Context: an optimization exercise on an open-source flow, tuned for small area. The choices shown serve that exercise and are no tape-out recipe.
In this exercise RTL edits were held to simulation tests only and were not proved equivalent to the original.
Power and IR drop assume default switching activity.

==> v32 <==
==> flow/design.v <==
module battleship_top(
    input clk,
    input rst,
    input confirm,
    input btnReset,
    input [3:0] row,
    output [3:0] col,
    output [15:0] led,
    output [6:0] seg,
    output [3:0] an,
    output uart_tx
    );
    reg [16:0] sc;
    reg [1:0] cd;
    reg       wrapped;               
    wire sc_term = (sc == 17'h164F1);
    wire sc_lag  = (sc == 17'h6AA);
    always @(posedge clk) begin
        if (rst | sc_term) sc <= 17'h1;
        else               sc <= {~sc[15:0], sc[16] ^ sc[13]};
        wrapped <= ~rst & sc_term;
        if (rst)          cd <= 2'd0;
        else if (wrapped) cd <= {cd[0], ~cd[1]};    
    end
    reg [3:0] col_r;
    always @(*) begin
        case (cd)
            2'b00: col_r = 4'b0111; 2'b01: col_r = 4'b1011;
            2'b11: col_r = 4'b1101; default: col_r = 4'b1110;
        endcase
    end
    assign col = col_r;
    reg [3:0] key;                   
    reg [3:0] kold;                  
    reg [1:0] rsel;
    reg       rvalid;
    always @(*) begin
        rvalid = 1'b1;
        rsel = 2'd0;
        case (row)
            4'b0111: rsel = 2'd0;
            4'b1011: rsel = 2'd1;
            4'b1101: rsel = 2'd2;
            4'b1110: rsel = 2'd3;
            default: rvalid = 1'b0;
        endcase
    end
    reg [3:0] kcode;
    always @(*) begin
        case ({cd, rsel})
            4'b0000: kcode = 4'h1; 4'b0001: kcode = 4'h4; 4'b0010: kcode = 4'h7; 4'b0011: kcode = 4'h0;
            4'b0100: kcode = 4'h2; 4'b0101: kcode = 4'h5; 4'b0110: kcode = 4'h8; 4'b0111: kcode = 4'hF;
            4'b1100: kcode = 4'h3; 4'b1101: kcode = 4'h6; 4'b1110: kcode = 4'h9; 4'b1111: kcode = 4'hE;
            4'b1000: kcode = 4'hA; 4'b1001: kcode = 4'hB; 4'b1010: kcode = 4'hC; default: kcode = 4'hD;
        endcase
    end
    always @(posedge clk) begin
        if (rst)                    key <= 4'd0;
        else if (sc_lag & rvalid)   key <= kcode;
        kold <= rst ? 4'd0 : key;
    end
    reg [16:0] db;
    reg pulse;
    wire db_term = (db == 17'h5555);
    always @(posedge clk) begin
        if (rst | ~confirm) db <= 17'h15554;
        else if (db_term)   db <= 17'h15555;
        else                db <= {~db[15:0], db[16] ^ db[13]};
        pulse <= ~rst & db_term;
    end
    reg [1:0] mode;                  
    reg       player;
    reg [3:0] a0, a1, a2, b0, b1, b2;    
    reg [2:0] ah, bh;                
    reg [1:0] ac, bc;                
    wire       sel = player ^ mode[0];           
    wire [3:0] t0 = sel ? b0 : a0;
    wire [3:0] t1 = sel ? b1 : a1;
    wire [3:0] t2 = sel ? b2 : a2;
    wire [2:0] th = sel ? bh : ah;
    wire [1:0] tc = sel ? bc : ac;
    wire [2:0] tv = mode[0] ? 3'b111 : {tc[1] & ~tc[0], tc[1], tc[1] | tc[0]};
    wire [2:0] match = tv & {t2 == key, t1 == key, t0 == key};
    wire occ = |match;
    wire already = |(match & th);
    wire place = ~occ & ~(tc[1] & ~tc[0]);
    wire [2:0] wslot = btnReset ? {tc[1] & tc[0], tc[0], 1'b1}
                                : {tc[1] & tc[0], ~tc[1] & tc[0], ~tc[1] & ~tc[0]};
    wire [2:0] wa = {3{pulse & ~mode[0] & ~mode[1] & place & ~sel}} & wslot;
    wire [2:0] wb = {3{pulse & ~mode[0] & ~mode[1] & place &  sel}} & wslot;
    function [1:0] inc2(input [1:0] v); inc2 = {v[0], ~v[1]}; endfunction
    function [1:0] dec2(input [1:0] v); dec2 = {~v[0], v[1]}; endfunction
    always @(posedge clk) begin
        if (wa[0]) a0 <= key;
        if (wa[1]) a1 <= key;
        if (wa[2]) a2 <= key;
        if (wb[0]) b0 <= key;
        if (wb[1]) b1 <= key;
        if (wb[2]) b2 <= key;
        if (rst) begin
            mode <= 2'd0; player <= 1'b0;
            ah <= 3'd0; bh <= 3'd0; ac <= 2'd0; bc <= 2'd0;
        end else if (pulse) begin
            case (mode)
            2'd0: begin
                if (btnReset) begin
                    if (sel) bc <= 2'd0;
                    else     ac <= 2'd0;
                end
                if (place) begin
                    if (sel) bc <= inc2(bc);
                    else     ac <= inc2(ac);
                    if (tc == 2'b11) begin
                        player <= ~player;
                        if (player) mode <= 2'd1;
                    end
                end
            end
            2'd1: if (!already) begin
                player <= ~player;
                if (occ) begin
                    if (sel) begin bh <= bh | match; bc <= dec2(bc); end
                    else     begin ah <= ah | match; ac <= dec2(ac); end
                    if (tc == 2'b01) mode <= 2'd2;
                end
            end
            default: if (btnReset) begin
                mode <= 2'd0; player <= 1'b0;
                ah <= 3'd0; bh <= 3'd0; ac <= 2'd0; bc <= 2'd0;
            end
            endcase
        end
    end
    wire [2:0] show = mode[0] ? th : tv;
    genvar gi;
    generate for (gi = 0; gi < 16; gi = gi + 1) begin : g_led
        assign led[gi] = mode[1] | (kold == gi) | (show[0] & (t0 == gi))
                       | (show[1] & (t1 == gi)) | (show[2] & (t2 == gi));
    end endgenerate
    reg [16:0] sb;
    reg mclk, dig;
    wire sb_term = (sb == 17'h1361C);
    always @(posedge clk) begin
        if (rst | sb_term) sb <= 17'h1;
        else               sb <= {~sb[15:0], sb[16] ^ sb[13]};
        if (rst) begin mclk <= 1'b0; dig <= 1'b0; end
        else if (sb_term) begin mclk <= ~mclk; dig <= dig ^ ~mclk; end
    end
    wire [1:0] digit = dig ? ac : bc;
    assign an = dig ? 4'b0111 : 4'b1110;
    assign seg = (digit == 2'b00) ? 7'b1000000 :
                 (digit == 2'b01) ? 7'b1111001 :
                 (digit == 2'b11) ? 7'b0100100 : 7'b0110000;
    reg [2:0] stage;                 
    reg [3:0] ph;
    reg [9:0] uc;
    reg       psnap;
    reg [3:0] ssnap;
    wire uc_term = (uc == 10'h211);
    wire urun = ~(ph[3] & (ph[1] | ph[2]));       
    reg [3:0] ph_inc;
    always @(*) begin
        case (ph)
            4'd0: ph_inc = 4'd1; 4'd1: ph_inc = 4'd2; 4'd2: ph_inc = 4'd3; 4'd3: ph_inc = 4'd4;
            4'd4: ph_inc = 4'd5; 4'd5: ph_inc = 4'd6; 4'd6: ph_inc = 4'd7; 4'd7: ph_inc = 4'd8;
            4'd8: ph_inc = 4'd9; default: ph_inc = 4'd10;
        endcase
    end
    reg [2:0] stage_inc;
    always @(*) begin
        case (stage)
            3'd0: stage_inc = 3'd1; 3'd1: stage_inc = 3'd2; 3'd2: stage_inc = 3'd3;
            3'd3: stage_inc = 3'd4; 3'd4: stage_inc = 3'd5; default: stage_inc = 3'd0;
        endcase
    end
    always @(posedge clk) begin
        if (~urun | uc_term) uc <= 10'h1;
        else                 uc <= {~uc[8:0], uc[9] ^ uc[6]};
        if (rst) begin
            ph <= 4'd10; stage <= 3'd0;
        end else if (ph == 4'd11) ph <= 4'd0;
        else if (ph == 4'd10) begin
            if (stage != 3'd0 || pulse) begin
                ph <= 4'd11;
                stage <= stage_inc;
            end
        end else if (uc_term) ph <= ph_inc;
        if (pulse) begin
            psnap <= player;
            ssnap <= key;
        end
    end
    reg [7:0] tbyte;
    always @(*) begin
        case (stage)
            3'd1: tbyte = "P";
            3'd2: tbyte = psnap ? "2" : "1";
            3'd3: tbyte = ":";
            3'd4: case (ssnap)
                    4'hA: tbyte = "A"; 4'hB: tbyte = "B"; 4'hC: tbyte = "C";
                    4'hD: tbyte = "D"; 4'hE: tbyte = "E"; 4'hF: tbyte = "F";
                    default: tbyte = {4'h3, ssnap};
                  endcase
            3'd5: tbyte = 8'd13;
            default: tbyte = 8'd10;
        endcase
    end
    reg txb;
    always @(*) begin
        case (ph)
            4'd1: txb = 1'b0;
            4'd2: txb = tbyte[0]; 4'd3: txb = tbyte[1]; 4'd4: txb = tbyte[2]; 4'd5: txb = tbyte[3];
            4'd6: txb = tbyte[4]; 4'd7: txb = tbyte[5]; 4'd8: txb = tbyte[6]; 4'd9: txb = tbyte[7];
            default: txb = 1'b1;
        endcase
    end
    assign uart_tx = txb;
endmodule
==> flow/flow/run.sh <==
#!/bin/bash
# Own layout flow: the standard flow (standard.sh) with three changes.
#  1. Synthesis runs the standard flow's own synthesis script, except that ABC maps with an
#     area-oriented script (flow/area.abc) and Yosys's full-adder extraction is off
#     (ADDER_MAP_FILE empty). Registers, their names and cell types are untouched.
#  2. Port buffers use the smallest buffer, sky130_fd_sc_hd__buf_1.
#  3. CTS uses clkbuf_4 buffers and inserts no dummy loads.
# Each tool's log is under orfs/logs/; make's own output goes to flow_make.log.
set -euo pipefail
W=$PWD
F=$W/flow
ORFS_SYNTH=$FLOW_HOME/scripts/synth.tcl

# synth_core.tcl: ORFS's synth.tcl, with the ABC script taken from MY_ABC_SCRIPT
sed 's|^  log_cmd abc {\*}\$abc_args$|  set abc_args [lreplace $abc_args 1 1 $::env(MY_ABC_SCRIPT)]\n  log_cmd abc {*}$abc_args|' \
    "$ORFS_SYNTH" > "$W/synth_core.tcl"
grep -q 'MY_ABC_SCRIPT' "$W/synth_core.tcl"
# my_synth.tcl: the standard flow's synthesis script, sourcing synth_core.tcl instead of synth.tcl
sed "s|source \$::env(SCRIPTS_DIR)/synth.tcl|source $W/synth_core.tcl|" "$W/synth_recipe.tcl" > "$W/my_synth.tcl"
grep -q 'synth_core.tcl' "$W/my_synth.tcl"

export MY_ABC_SCRIPT=$F/area.abc
bash "$W/standard.sh" \
    "SYNTH_SCRIPT=$W/my_synth.tcl" \
    "ADDER_MAP_FILE=" \
    "BUFFER_PORTS_ARGS=-buffer_cell sky130_fd_sc_hd__buf_1" \
    "CTS_ARGS=-sink_clustering_enable -repair_clock_nets -dont_use_dummy_load -buf_list sky130_fd_sc_hd__clkbuf_4" \
    finish > "$W/flow_make.log" 2>&1
==> flow/flow/area.abc <==
&get -n
&st
&syn2
&dch -f
&nf -a -R 1000
&put
==> flow/standard.sh <==
#!/bin/bash
# synth_recipe.tcl (not shown) runs the flow's synth.tcl, then flattens the netlist and writes it again
# the make line also repeats each setting of config.mk as NAME=value (left out here)
make -C /OpenROAD-flow-scripts/flow DESIGN_CONFIG=/design/flow/config.mk WORK_HOME=/design/flow/orfs CLKGATE_MAP_FILE= SYNTH_SCRIPT=/design/flow/synth_recipe.tcl "${@:-finish}"
==> flow/config.mk <==
export PLATFORM = sky130hd
export DESIGN_NAME = battleship_top
export DESIGN_NICKNAME = battleship_top
export VERILOG_FILES = /design/flow/design.v
export SDC_FILE = /design/flow/constraint.sdc
export NUM_CORES = 4
export LEC_CHECK = 0
export CAP_MARGIN = 20
export CORE_MARGIN = 2
export CORE_UTILIZATION = 40
export SLEW_MARGIN = 20
==> flow/constraint.sdc <==
create_clock -name core_clock -period 10.0 [get_ports {clk}]
set_input_delay 2.0000 -clock core_clock [delete_from_list [all_inputs] [get_ports {clk}]]
set_output_delay 2.0000 -clock core_clock [all_outputs]
set_load 0.01 [all_outputs]
==> inputs of v13, as changes to v32 <==
--- a/flow/design.v
+++ b/flow/design.v
@@ -14,9 +14,9 @@
     reg [1:0] cd;
     reg       wrapped;               
-    wire sc_term = (sc == 17'h164F1);
-    wire sc_lag  = (sc == 17'h6AA);
-    always @(posedge clk) begin
-        if (rst | sc_term) sc <= 17'h1;
-        else               sc <= {~sc[15:0], sc[16] ^ sc[13]};
+    wire sc_term = (sc == 17'h1AB94);
+    wire sc_lag  = (sc == 17'h1FC00);
+    always @(posedge clk) begin
+        if (rst | sc_term) sc <= 17'h1FFFF;
+        else               sc <= {sc[15:0], sc[16] ^ sc[13]};
         wrapped <= ~rst & sc_term;
         if (rst)          cd <= 2'd0;
@@ -62,9 +62,9 @@
     reg [16:0] db;
     reg pulse;
-    wire db_term = (db == 17'h5555);
-    always @(posedge clk) begin
-        if (rst | ~confirm) db <= 17'h15554;
-        else if (db_term)   db <= 17'h15555;
-        else                db <= {~db[15:0], db[16] ^ db[13]};
+    wire db_term = (db == 17'hFFFF);
+    always @(posedge clk) begin
+        if (rst | ~confirm) db <= 17'h1FFFF;
+        else if (db_term)   db <= 0;
+        else                db <= {db[15:0], db[16] ^ db[13]};
         pulse <= ~rst & db_term;
     end
@@ -72,4 +72,5 @@
     reg       player;
     reg [3:0] a0, a1, a2, b0, b1, b2;    
+    reg [1:0] an_, bn_;              
     reg [2:0] ah, bh;                
     reg [1:0] ac, bc;                
@@ -78,37 +79,39 @@
     wire [3:0] t1 = sel ? b1 : a1;
     wire [3:0] t2 = sel ? b2 : a2;
+    wire [1:0] tn = sel ? bn_ : an_;
     wire [2:0] th = sel ? bh : ah;
     wire [1:0] tc = sel ? bc : ac;
-    wire [2:0] tv = mode[0] ? 3'b111 : {tc[1] & ~tc[0], tc[1], tc[1] | tc[0]};
+    wire [2:0] tv = {tn[1] & ~tn[0], tn[1], tn[1] | tn[0]};
     wire [2:0] match = tv & {t2 == key, t1 == key, t0 == key};
     wire occ = |match;
     wire already = |(match & th);
     wire place = ~occ & ~(tc[1] & ~tc[0]);
-    wire [2:0] wslot = btnReset ? {tc[1] & tc[0], tc[0], 1'b1}
-                                : {tc[1] & tc[0], ~tc[1] & tc[0], ~tc[1] & ~tc[0]};
-    wire [2:0] wa = {3{pulse & ~mode[0] & ~mode[1] & place & ~sel}} & wslot;
-    wire [2:0] wb = {3{pulse & ~mode[0] & ~mode[1] & place &  sel}} & wslot;
     function [1:0] inc2(input [1:0] v); inc2 = {v[0], ~v[1]}; endfunction
     function [1:0] dec2(input [1:0] v); dec2 = {~v[0], v[1]}; endfunction
     always @(posedge clk) begin
-        if (wa[0]) a0 <= key;
-        if (wa[1]) a1 <= key;
-        if (wa[2]) a2 <= key;
-        if (wb[0]) b0 <= key;
-        if (wb[1]) b1 <= key;
-        if (wb[2]) b2 <= key;
         if (rst) begin
             mode <= 2'd0; player <= 1'b0;
-            ah <= 3'd0; bh <= 3'd0; ac <= 2'd0; bc <= 2'd0;
+            an_ <= 2'd0; bn_ <= 2'd0; ah <= 3'd0; bh <= 3'd0; ac <= 2'd0; bc <= 2'd0;
         end else if (pulse) begin
             case (mode)
             2'd0: begin
                 if (btnReset) begin
-                    if (sel) bc <= 2'd0;
-                    else     ac <= 2'd0;
+                    if (sel) begin bn_ <= 2'd0; bc <= 2'd0; end
+                    else     begin an_ <= 2'd0; ac <= 2'd0; end
                 end
                 if (place) begin
-                    if (sel) bc <= inc2(bc);
-                    else     ac <= inc2(ac);
+                    if (sel) begin
+                        bn_ <= btnReset ? 2'b01 : inc2(bn_);
+                        bc <= inc2(bc);
+                        if (btnReset | bn_ == 2'd0) b0 <= key;
+                        else if (bn_ == 2'b01)      b1 <= key;
+                        else                        b2 <= key;
+                    end else begin
+                        an_ <= btnReset ? 2'b01 : inc2(an_);
+                        ac <= inc2(ac);
+                        if (btnReset | an_ == 2'd0) a0 <= key;
+                        else if (an_ == 2'b01)      a1 <= key;
+                        else                        a2 <= key;
+                    end
                     if (tc == 2'b11) begin
                         player <= ~player;
@@ -127,5 +130,5 @@
             default: if (btnReset) begin
                 mode <= 2'd0; player <= 1'b0;
-                ah <= 3'd0; bh <= 3'd0; ac <= 2'd0; bc <= 2'd0;
+                an_ <= 2'd0; bn_ <= 2'd0; ah <= 3'd0; bh <= 3'd0; ac <= 2'd0; bc <= 2'd0;
             end
             endcase
@@ -140,8 +143,8 @@
     reg [16:0] sb;
     reg mclk, dig;
-    wire sb_term = (sb == 17'h1361C);
-    always @(posedge clk) begin
-        if (rst | sb_term) sb <= 17'h1;
-        else               sb <= {~sb[15:0], sb[16] ^ sb[13]};
+    wire sb_term = (sb == 17'h15728);
+    always @(posedge clk) begin
+        if (rst | sb_term) sb <= 17'h1FFFF;
+        else               sb <= {sb[15:0], sb[16] ^ sb[13]};
         if (rst) begin mclk <= 1'b0; dig <= 1'b0; end
         else if (sb_term) begin mclk <= ~mclk; dig <= dig ^ ~mclk; end
@@ -157,5 +160,5 @@
     reg       psnap;
     reg [3:0] ssnap;
-    wire uc_term = (uc == 10'h211);
+    wire uc_term = (uc == 10'h299);
     wire urun = ~(ph[3] & (ph[1] | ph[2]));       
     reg [3:0] ph_inc;
@@ -175,6 +178,6 @@
     end
     always @(posedge clk) begin
-        if (~urun | uc_term) uc <= 10'h1;
-        else                 uc <= {~uc[8:0], uc[9] ^ uc[6]};
+        if (~urun | uc_term) uc <= 10'h3FF;
+        else                 uc <= {uc[8:0], uc[9] ^ uc[6]};
         if (rst) begin
             ph <= 4'd10; stage <= 3'd0;
==> flow/run.sh (new file) <==
#!/bin/bash
# synth_recipe.tcl (not shown) runs the flow's synth.tcl, then flattens the netlist and writes it again
# the make line also repeats each setting of config.mk as NAME=value (left out here)
make -C /OpenROAD-flow-scripts/flow DESIGN_CONFIG=/design/flow/config.mk WORK_HOME=/design/flow/orfs CLKGATE_MAP_FILE= SYNTH_SCRIPT=/design/flow/synth_recipe.tcl finish
removed: flow/flow/run.sh
removed: flow/flow/area.abc
removed: flow/standard.sh
==> qor summary <==
quantity	v13	v32
Result of the run	complete, no violations	complete, no violations
Post-layout utilization of the core	0.470	0.441
Gate count of the mapped netlist	721	556
Share of the yosys chip area belonging to registers	0.431	0.521
Commonest non-fill, non-tap cell in the layout	sky130_fd_sc_hd__dfxtp_1	sky130_fd_sc_hd__nor2_1
Critical-path maximum fanout	28	23
Inst Count DP	935	766
Drt total wl	16.3 mm	11.5 mm
Area share of buffers outside the clock network	0.0545	0.0259
Die Area	17600 um^2	14200 um^2
Multi-input gates	517	418
Buffers outside the clock class	42	38
Power Dens Cells	177 nW/um^2	147 nW/um^2
Layout Skew	0.00778 ns	0.0349 ns
Largest net degree at the start of global routing	71	36
Number of nets in the layout	754	617
Seq. pwr	0.000548 W	0.000554 W

-- what the ideal ports hide --
The flow's constraints put no driver on any port. The routed layouts listed below were extracted and timed again, unchanged, in two steps.
Step 1 sets driving cells, clkbuf_16 on the clock port and buf_2 on the other inputs (assumed; they add their load-dependent delay and slew).
Step 2 adds t to the input delays and takes it off the output delays; t is the mean of the earliest and latest rising clock arrival at the registers after step 1. Input paths then give back, and output paths get back, about the clock's delay inside the block.
a / b / c = ideal / step 1 / step 2; a / b = the first two.
run | t, ns | setup slack, ns | slew at the worst register clock pin (ns) | worst data-port slew with drivers (ns) | cell pins on the clock port's net
v32 | 0.492 | 4.353 / 4.323 / 4.815 | 0.10 / 0.10 | 0.06 | 1
v13 | 0.463 | 4.387 / 4.346 / 4.809 | 0.06 / 0.06 | 0.03 | 1
After both steps every run listed still meets setup and hold.
